Background: an optimization exercise with open tools, aiming at small area and few clock cycles per item. Do not read the settings as production practice. Function was checked by simulation only, so behaviour that the tests miss may differ from the original. No driver is modelled on the clock port, so clocking that relies on it looks cheaper here than on a real chip.

==> inputs of v29 <==
Design lab1, start of the top module:
module lab1 #(
	parameter WIDTHIN = 16,
	parameter WIDTHOUT = 32
) (
	input clk,
	input reset,
	input i_valid,
	input i_ready,
	output o_valid,
	output o_ready,
	input [WIDTHIN-1:0] i_x,
	output [WIDTHOUT-1:0] o_y
);
wire enable = i_ready;
wire [15:0] x_0;
wire [17:0] t_0;
wire [21:0] f1;
wire [23:0] f2_d;
wire [26:0] f3_d;
wire [28:0] f4_d;
wire [30:0] y_d;
reg [15:0] x_1, x_2, x_3;
reg [17:1] t_1r, t_2r, t_3r;
wire [17:0] t_1 = {t_1r, x_1[0]};
wire [17:0] t_2 = {t_2r, x_2[0]};
wire [17:0] t_3 = {t_3r, x_3[0]};
reg [23:0] f2_q;
reg [26:0] f3_q;
reg [28:0] f4_q;
reg [3:0] v;
reg [15:0] x_in;
assign x_0 = x_in;
reg [30:0] y_q;
assign o_y = {1'b0, y_q};
wire n_1;
wire n_2;
wire n_3;
wire n_4;
wire n_5;
wire n_6;
wire n_7;
wire n_8;
wire n_9;
wire n_10;
wire n_11;
wire n_12;
wire n_13;
wire n_14;
wire n_15;
wire n_16;
wire n_17;
wire n_18;
wire n_19;
wire n_20;
wire n_21;
wire n_22;
wire n_23;
wire n_24;
wire n_25;
wire n_26;
wire n_27;
wire n_28;
wire n_29;
wire n_30;
wire n_31;
wire n_32;
wire n_33;
wire n_34;
wire n_35;
wire n_36;
wire n_37;
wire n_38;
wire n_39;
wire n_40;
wire n_41;
wire n_42;
wire n_43;
wire n_44;
wire n_45;
wire n_46;
wire n_47;
wire n_48;
wire n_49;
wire n_50;
wire n_51;
wire n_52;
wire n_53;
wire n_54;
wire n_55;
  ...
Settings: LEC_CHECK=0, CAP_MARGIN=20, CORE_MARGIN=2, CORE_UTILIZATION=40, GPL_TIMING_DRIVEN=0, SLEW_MARGIN=20, SYNTH_HIERARCHICAL=1; clock period 8.0 ns.
standard.sh (not shown) runs the stock make flow with config.mk's settings and CLKGATE_MAP_FILE= SYNTH_SCRIPT=/design/flow/synth_recipe.tcl, a recipe that flattens the netlist after the stock synthesis.
==> flow/flow/run.sh <==
#!/bin/bash
# Standard ORFS layout (the standard.sh, unchanged synthesis), with two changes:
#  - the port buffers are the smallest buffer cell (every port still gets its own buffer);
#  - the detailed placer keeps one free site on each side of every a222oi cell
#    (flow/pad.tcl, sourced before detailed placement and CTS; not in global
#    routing, whose placement check would then trip over the diodes it inserts).
set -euo pipefail
PAD="$PWD/flow/pad.tcl"
bash standard.sh "BUFFER_PORTS_ARGS=-buffer_cell sky130_fd_sc_hd__buf_1" \
  "PRE_DETAIL_PLACE_TCL=$PAD" "PRE_CTS_TCL=$PAD" \
  finish > standard.log 2>&1
==> flow/flow/pad.tcl <==
# The a222oi cells have six input pins in one row; give each one free site on
# either side so the router can reach all of them.
set_placement_padding -masters {sky130_fd_sc_hd__a222oi_1} -left 1 -right 1
==> v24: changes against v29 <==
==> flow/run.sh (new file) <==
#!/bin/bash
# synth_recipe.tcl (not shown) runs the flow's synth.tcl, then flattens the netlist and writes it again
# the make line also repeats each setting of config.mk as NAME=value (left out here)
make -C /OpenROAD-flow-scripts/flow DESIGN_CONFIG=/design/flow/config.mk WORK_HOME=/design/flow/orfs CLKGATE_MAP_FILE= SYNTH_SCRIPT=/design/flow/synth_recipe.tcl finish
Settings changed: CELL_PAD_IN_SITES_DETAIL_PLACEMENT set to 1, CELL_PAD_IN_SITES_GLOBAL_PLACEMENT set to 1, PLACE_DENSITY set to 0.45.
removed: flow/flow/run.sh
removed: flow/flow/pad.tcl
removed: flow/standard.sh
==> v12: changes against v29 <==
==> flow/run.sh (new file) <==
#!/bin/bash
# synth_recipe.tcl (not shown) runs the flow's synth.tcl, then flattens the netlist and writes it again
# the make line also repeats each setting of config.mk as NAME=value (left out here)
make -C /OpenROAD-flow-scripts/flow DESIGN_CONFIG=/design/flow/config.mk WORK_HOME=/design/flow/orfs CLKGATE_MAP_FILE= SYNTH_SCRIPT=/design/flow/synth_recipe.tcl finish
Settings changed: CELL_PAD_IN_SITES_DETAIL_PLACEMENT set to 1, CELL_PAD_IN_SITES_GLOBAL_PLACEMENT set to 1, CTS_CLUSTER_DIAMETER set to 120, CTS_CLUSTER_SIZE set to 20, PLACE_DENSITY set to 0.45.
removed: flow/flow/run.sh
removed: flow/flow/pad.tcl
removed: flow/standard.sh
==> notes.md <==
Reg-to-reg slack, setup: v24 280 ps; v12 330 ps; v29 400 ps
Count of plain and timing-repair buffers: v24 91; v12 90; v29 83
Launch point of the worst path: v24 f1_r[0]$_DFF_P_; v12 f1_r[0]$_DFF_P_; v29 x_3[15]$_DFF_P_
Area taken by multi-input logic gates: v24 31140 um^2; v12 31140 um^2; v29 31120 um^2
Highest clock rate: v24 0.1295 GHz; v12 0.1304 GHz; v29 0.1315 GHz
Final clock period utilization by the worst path: v24 0.9654; v12 0.9583; v29 0.9503
Outcome: v24 finished clean; v12 finished clean; v29 finished clean
Period minus WS final: v24 7724 ps; v12 7666 ps; v29 7602 ps
Crit path required time: v24 8500 ps; v12 8500 ps; v29 8320 ps
Layout Skew: v24 49.73 ps; v12 25.17 ps; v29 27.00 ps
Smallest hold slack: v24 348.7 ps; v12 355.5 ps; v29 352.0 ps
Routed met3 length: v24 15660 um; v12 14700 um; v29 17280 um
Final RePlAce weighted congestion: v24 0.8913; v12 0.8913; v29 0.9237
Testbench counts of v29, summed over its fixed seeds: cycles 24,040, items 24,000.
Testbench counts of v24, summed over its fixed seeds: cycles 24,040, items 24,000.
Testbench counts of v12, summed over its fixed seeds: cycles 24,040, items 24,000.

---

==> job 7837 <==
Another version of the RTL of lab1 (not shown whole).
export LEC_CHECK = 0
export CAP_MARGIN = 20
export CORE_MARGIN = 2
export CORE_UTILIZATION = 40
export CTS_CLUSTER_DIAMETER = 150
export CTS_CLUSTER_SIZE = 30
export GPL_TIMING_DRIVEN = 0
export SLEW_MARGIN = 20
export SYNTH_HIERARCHICAL = 1
create_clock -name core_clock -period 8.0 [get_ports {clk}]
==> flow/flow/run.sh <==
#!/bin/bash
# Standard ORFS layout (the standard.sh, unchanged synthesis), with two changes:
#  - the port buffers are the smallest buffer cell (every port still gets its own buffer);
#  - the detailed placer keeps one free site on each side of every a222oi cell
#    (flow/pad.tcl, sourced before each step that runs detailed placement).
set -euo pipefail
PAD="$PWD/flow/pad.tcl"
bash standard.sh "BUFFER_PORTS_ARGS=-buffer_cell sky130_fd_sc_hd__buf_1" \
  "PRE_DETAIL_PLACE_TCL=$PAD" "PRE_CTS_TCL=$PAD" "PRE_GLOBAL_ROUTE_TCL=$PAD" \
  finish > standard.log 2>&1
==> flow/flow/pad.tcl <==
# The a222oi cells have six input pins in one row; give each one free site on
# either side so the router can reach all of them.
set_placement_padding -masters {sky130_fd_sc_hd__a222oi_1} -left 1 -right 1
==> inputs of job 6004, as changes to job 7837 <==
==> flow/flow/run.sh (replaced) <==
#!/bin/bash
# Standard ORFS layout (the standard.sh, unchanged synthesis), with two changes:
#  - the port buffers are the smallest buffer cell (every port still gets its own buffer);
#  - the detailed placer keeps one free site on each side of every a222oi cell
#    (flow/pad.tcl, sourced before detailed placement and CTS; not in global
#    routing, whose placement check would then trip over the diodes it inserts).
set -euo pipefail
PAD="$PWD/flow/pad.tcl"
bash standard.sh "BUFFER_PORTS_ARGS=-buffer_cell sky130_fd_sc_hd__buf_1" \
  "PRE_DETAIL_PLACE_TCL=$PAD" "PRE_CTS_TCL=$PAD" \
  finish > standard.log 2>&1
CTS_CLUSTER_DIAMETER = unset   (was 150)
CTS_CLUSTER_SIZE = unset   (was 30)
==> inputs of job 352, as changes to job 7837 <==
==> flow/flow/run.sh (replaced) <==
#!/bin/bash
# Standard ORFS layout (the standard.sh, unchanged synthesis), with two changes:
#  - the port buffers are the smallest buffer cell (every port still gets its own buffer);
#  - after global routing, cells on paths with spare slack are downsized (RECOVER_POWER).
set -euo pipefail
bash standard.sh "BUFFER_PORTS_ARGS=-buffer_cell sky130_fd_sc_hd__buf_1" RECOVER_POWER=100 finish > standard.log 2>&1
removed: flow/flow/pad.tcl
==> notes.md <==
The tool flagged a number of max-cap violations equal to 3. Post-placement setup slack: 423 ps. For the worst setup path, the data required time is 8450 ps. The number of max-slew violations in the final report was 92. The checks that failed were capacitance limit, slew limit. The run gives 0 as the number of failing hold endpoints at the final stage. The flow ran to the end, but the layout failed its checks.

The setup check on the worst reg-to-reg path leaves a slack of 330 ps. In this run, CTS created clock tree buffers numbering 13.
That was job 352.
==> notes.md <==
The run finished with no timing, DRC or antenna violations. The setup check on the worst reg-to-reg path leaves a slack of 480 ps. Setup slack closes at 483 ps. For the worst setup path, the data required time is 8470 ps. The tools report the post-placement setup slack as 438 ps.

The number of max-slew violations in the final report came out at 0. Across the run, the number of max-cap violations was 0.
That was job 6004.
==> notes.md <==
The flow did not finish. Stopping stage: global routing (5_1_grt). The first error in the log reads "[ERROR DPL-0033] detailed placement checks failed during check placement". In the synthesized netlist the dominant register cell turns out to be sky130_fd_sc_hd__dfxtp_1. The tools report the CTS buffer count as 13. Largest family of logic cells by synthesized area: adder cells.

In this run the cell area of the synthesized design comes to 38100 sq um. During synthesis, Yosys emitted a total of 7 warnings. After clock tree synthesis, the repair step resized 0 gates.

For the number of instances in the placed design, the log shows 4524. The post-placement setup slack was 438 ps. sky130_fd_sc_hd__a222oi_1 is the most common cell in the netlist.
That was job 7837.
Testbench counts of job 7837, summed over its fixed seeds: cycles 24,040, items 24,000.
Testbench counts of job 6004, summed over its fixed seeds: cycles 24,040, items 24,000.
Testbench counts of job 352, summed over its fixed seeds: cycles 24,040, items 24,000.

---

==> inputs of 07-13 <==
lab1 with an RTL version that a note above also has.
Settings: LEC_CHECK=0, CAP_MARGIN=20, CORE_MARGIN=2, CORE_UTILIZATION=40, CTS_CLUSTER_DIAMETER=120, CTS_CLUSTER_SIZE=20, GPL_TIMING_DRIVEN=0, SLEW_MARGIN=20, SYNTH_HIERARCHICAL=1; clock period 8.0 ns.
==> flow/flow/run.sh <==
#!/bin/bash
# Standard ORFS layout (the standard.sh, unchanged synthesis), with two changes:
#  - the port buffers are the smallest buffer cell (every port still gets its own buffer);
#  - the detailed placer keeps one free site on each side of every a222oi cell
#    (flow/pad.tcl, sourced before detailed placement and CTS; not in global
#    routing, whose placement check would then trip over the diodes it inserts).
set -euo pipefail
PAD="$PWD/flow/pad.tcl"
bash standard.sh "BUFFER_PORTS_ARGS=-buffer_cell sky130_fd_sc_hd__buf_1" \
  "PRE_DETAIL_PLACE_TCL=$PAD" "PRE_CTS_TCL=$PAD" \
  finish > standard.log 2>&1
==> flow/flow/pad.tcl <==
# The a222oi cells have six input pins in one row; give each one free site on
# either side so the router can reach all of them.
set_placement_padding -masters {sky130_fd_sc_hd__a222oi_1} -left 1 -right 1
==> inputs of 11-25, as changes to 07-13 <==
==> flow/run.sh (new file) <==
#!/bin/bash
# synth_recipe.tcl (not shown) runs the flow's synth.tcl, then flattens the netlist and writes it again
# the make line also repeats each setting of config.mk as NAME=value (left out here)
make -C /OpenROAD-flow-scripts/flow DESIGN_CONFIG=/design/flow/config.mk WORK_HOME=/design/flow/orfs CLKGATE_MAP_FILE= SYNTH_SCRIPT=/design/flow/synth_recipe.tcl finish
Settings changed: CELL_PAD_IN_SITES_DETAIL_PLACEMENT set to 1, CELL_PAD_IN_SITES_GLOBAL_PLACEMENT set to 1, CTS_CLUSTER_DIAMETER 120 to 135, CTS_CLUSTER_SIZE 20 to 25, PLACE_DENSITY set to 0.45.
removed: flow/flow/run.sh
removed: flow/flow/pad.tcl
removed: flow/standard.sh
==> inputs of 10-28, as changes to 07-13 <==
Settings changed: CTS_CLUSTER_DIAMETER 120 to 135, CTS_CLUSTER_SIZE 20 to 25.
==> summary.txt <==
Worst setup path
  – Critical path data required time: 8.34 ns

Outcome
  – Status: complete, no violations

Clocking
  – Post-cts sizing count: 0

Layout
  – Non-Clock Buffer Area Fraction: approximately 1.0%

Routing
  – Met2 wire length: 57200 um

Global routing
  – Met3 Usage GRT: 5.280%

Placement
  – Pre-CTS setup slack: 0.4025 ns
[end of results for 07-13]
==> summary.txt <==
Global routing
  – Met1 GRT Util: 41.57%

Layout
  – Most frequent cells in the layout: a222oi_1 (746), fa_1 (647), ha_1 (391), inv_1 (187), dfxtp_1 (185)
  – Non-Clock Buffer Area Fraction: 2.091%
  – Leading cell type in the layout, fill and taps excluded: a222oi_1

Outcome
  – Status: complete, no violations

Worst setup path
  – Critical path data required time: 8.49 ns

Clocking
  – Post-cts sizing count: 1

Routing
  – Met2 wire length: 69820 um
[end of results for 11-25]
==> summary.txt <==
Worst setup path
  – Slowest stage cell, crit path: dfxtp_1
  – WS Path Type: register to register
  – Critical path data required time: around 8.3 ns
  – Crit-path cells: clkbuf_1, mux2i_1, or2_2, ha_1, fa_1, fa_1, fa_1, fa_1, ha_1, nand4_1, or3_1, nor4_1, o41ai_2, a21oi_1, o31a_1, a21oi_1, o21ai_1, ha_1, nor2_1, xor2_1

Global routing
  – Met1 GRT Util: 36.89%
  – Met3 Usage GRT: 5.178%

Clocking
  – Post-cts sizing count: 0

Outcome
  – Status: complete, no violations

Placement
  – Pre-CTS setup slack: 0.4025 ns

Routing
  – Met2 wire length: 57250 um
[end of results for 10-28]
Testbench counts of 07-13, summed over its fixed seeds: cycles 24,040, items 24,000.
Testbench counts of 11-25, summed over its fixed seeds: cycles 24,040, items 24,000.
Testbench counts of 10-28, summed over its fixed seeds: cycles 24,040, items 24,000.

-- static timing again, ports no longer ideal --
How much do the figures lean on ideal ports? The routed layouts below were timed once more, with nothing changed but the port constraints. Step 1 (the two cells are an assumption about what drives the block):
set clk [get_ports {clk}]
set_driving_cell -lib_cell sky130_fd_sc_hd__clkbuf_16 $clk
set_driving_cell -lib_cell sky130_fd_sc_hd__buf_2 [delete_from_list [all_inputs] $clk]
Step 2 also shifts input and output timing later by t, the mid clock arrival at the registers, as if the neighbouring blocks saw the same clock. Three values: no drivers, after step 1, after step 2; two values: the first two.
run | t (ns) | setup WS [ns] | clock arrival spread, ns | slew at the worst register clock pin (ns) | pins driven straight from the clock port
v29 | 0.629 | 0.398 / 0.398 / 0.398 | 0.027 / 0.027 | 0.07 / 0.07 | 1
v24 | 0.646 | 0.276 / 0.276 / 0.276 | 0.049 / 0.050 | 0.07 / 0.07 | 1
v12 | 0.634 | 0.334 / 0.334 / 0.334 | 0.026 / 0.026 | 0.09 / 0.09 | 1
job 6004 | 0.627 | 0.483 / 0.483 / 0.483 | 0.032 / 0.031 | 0.06 / 0.06 | 1
job 352 | 0.614 | 0.327 / 0.327 / 0.327 | 0.018 / 0.018 | 0.12 / 0.12 | 1
07-13 | 0.623 | 0.429 / 0.429 / 0.429 | 0.051 / 0.051 | 0.10 / 0.10 | 1
11-25 | 0.607 | 0.348 / 0.348 / 0.348 | 0.025 / 0.025 | 0.10 / 0.10 | 1
10-28 | 0.611 | 0.383 / 0.383 / 0.383 | 0.025 / 0.025 | 0.10 / 0.10 | 1
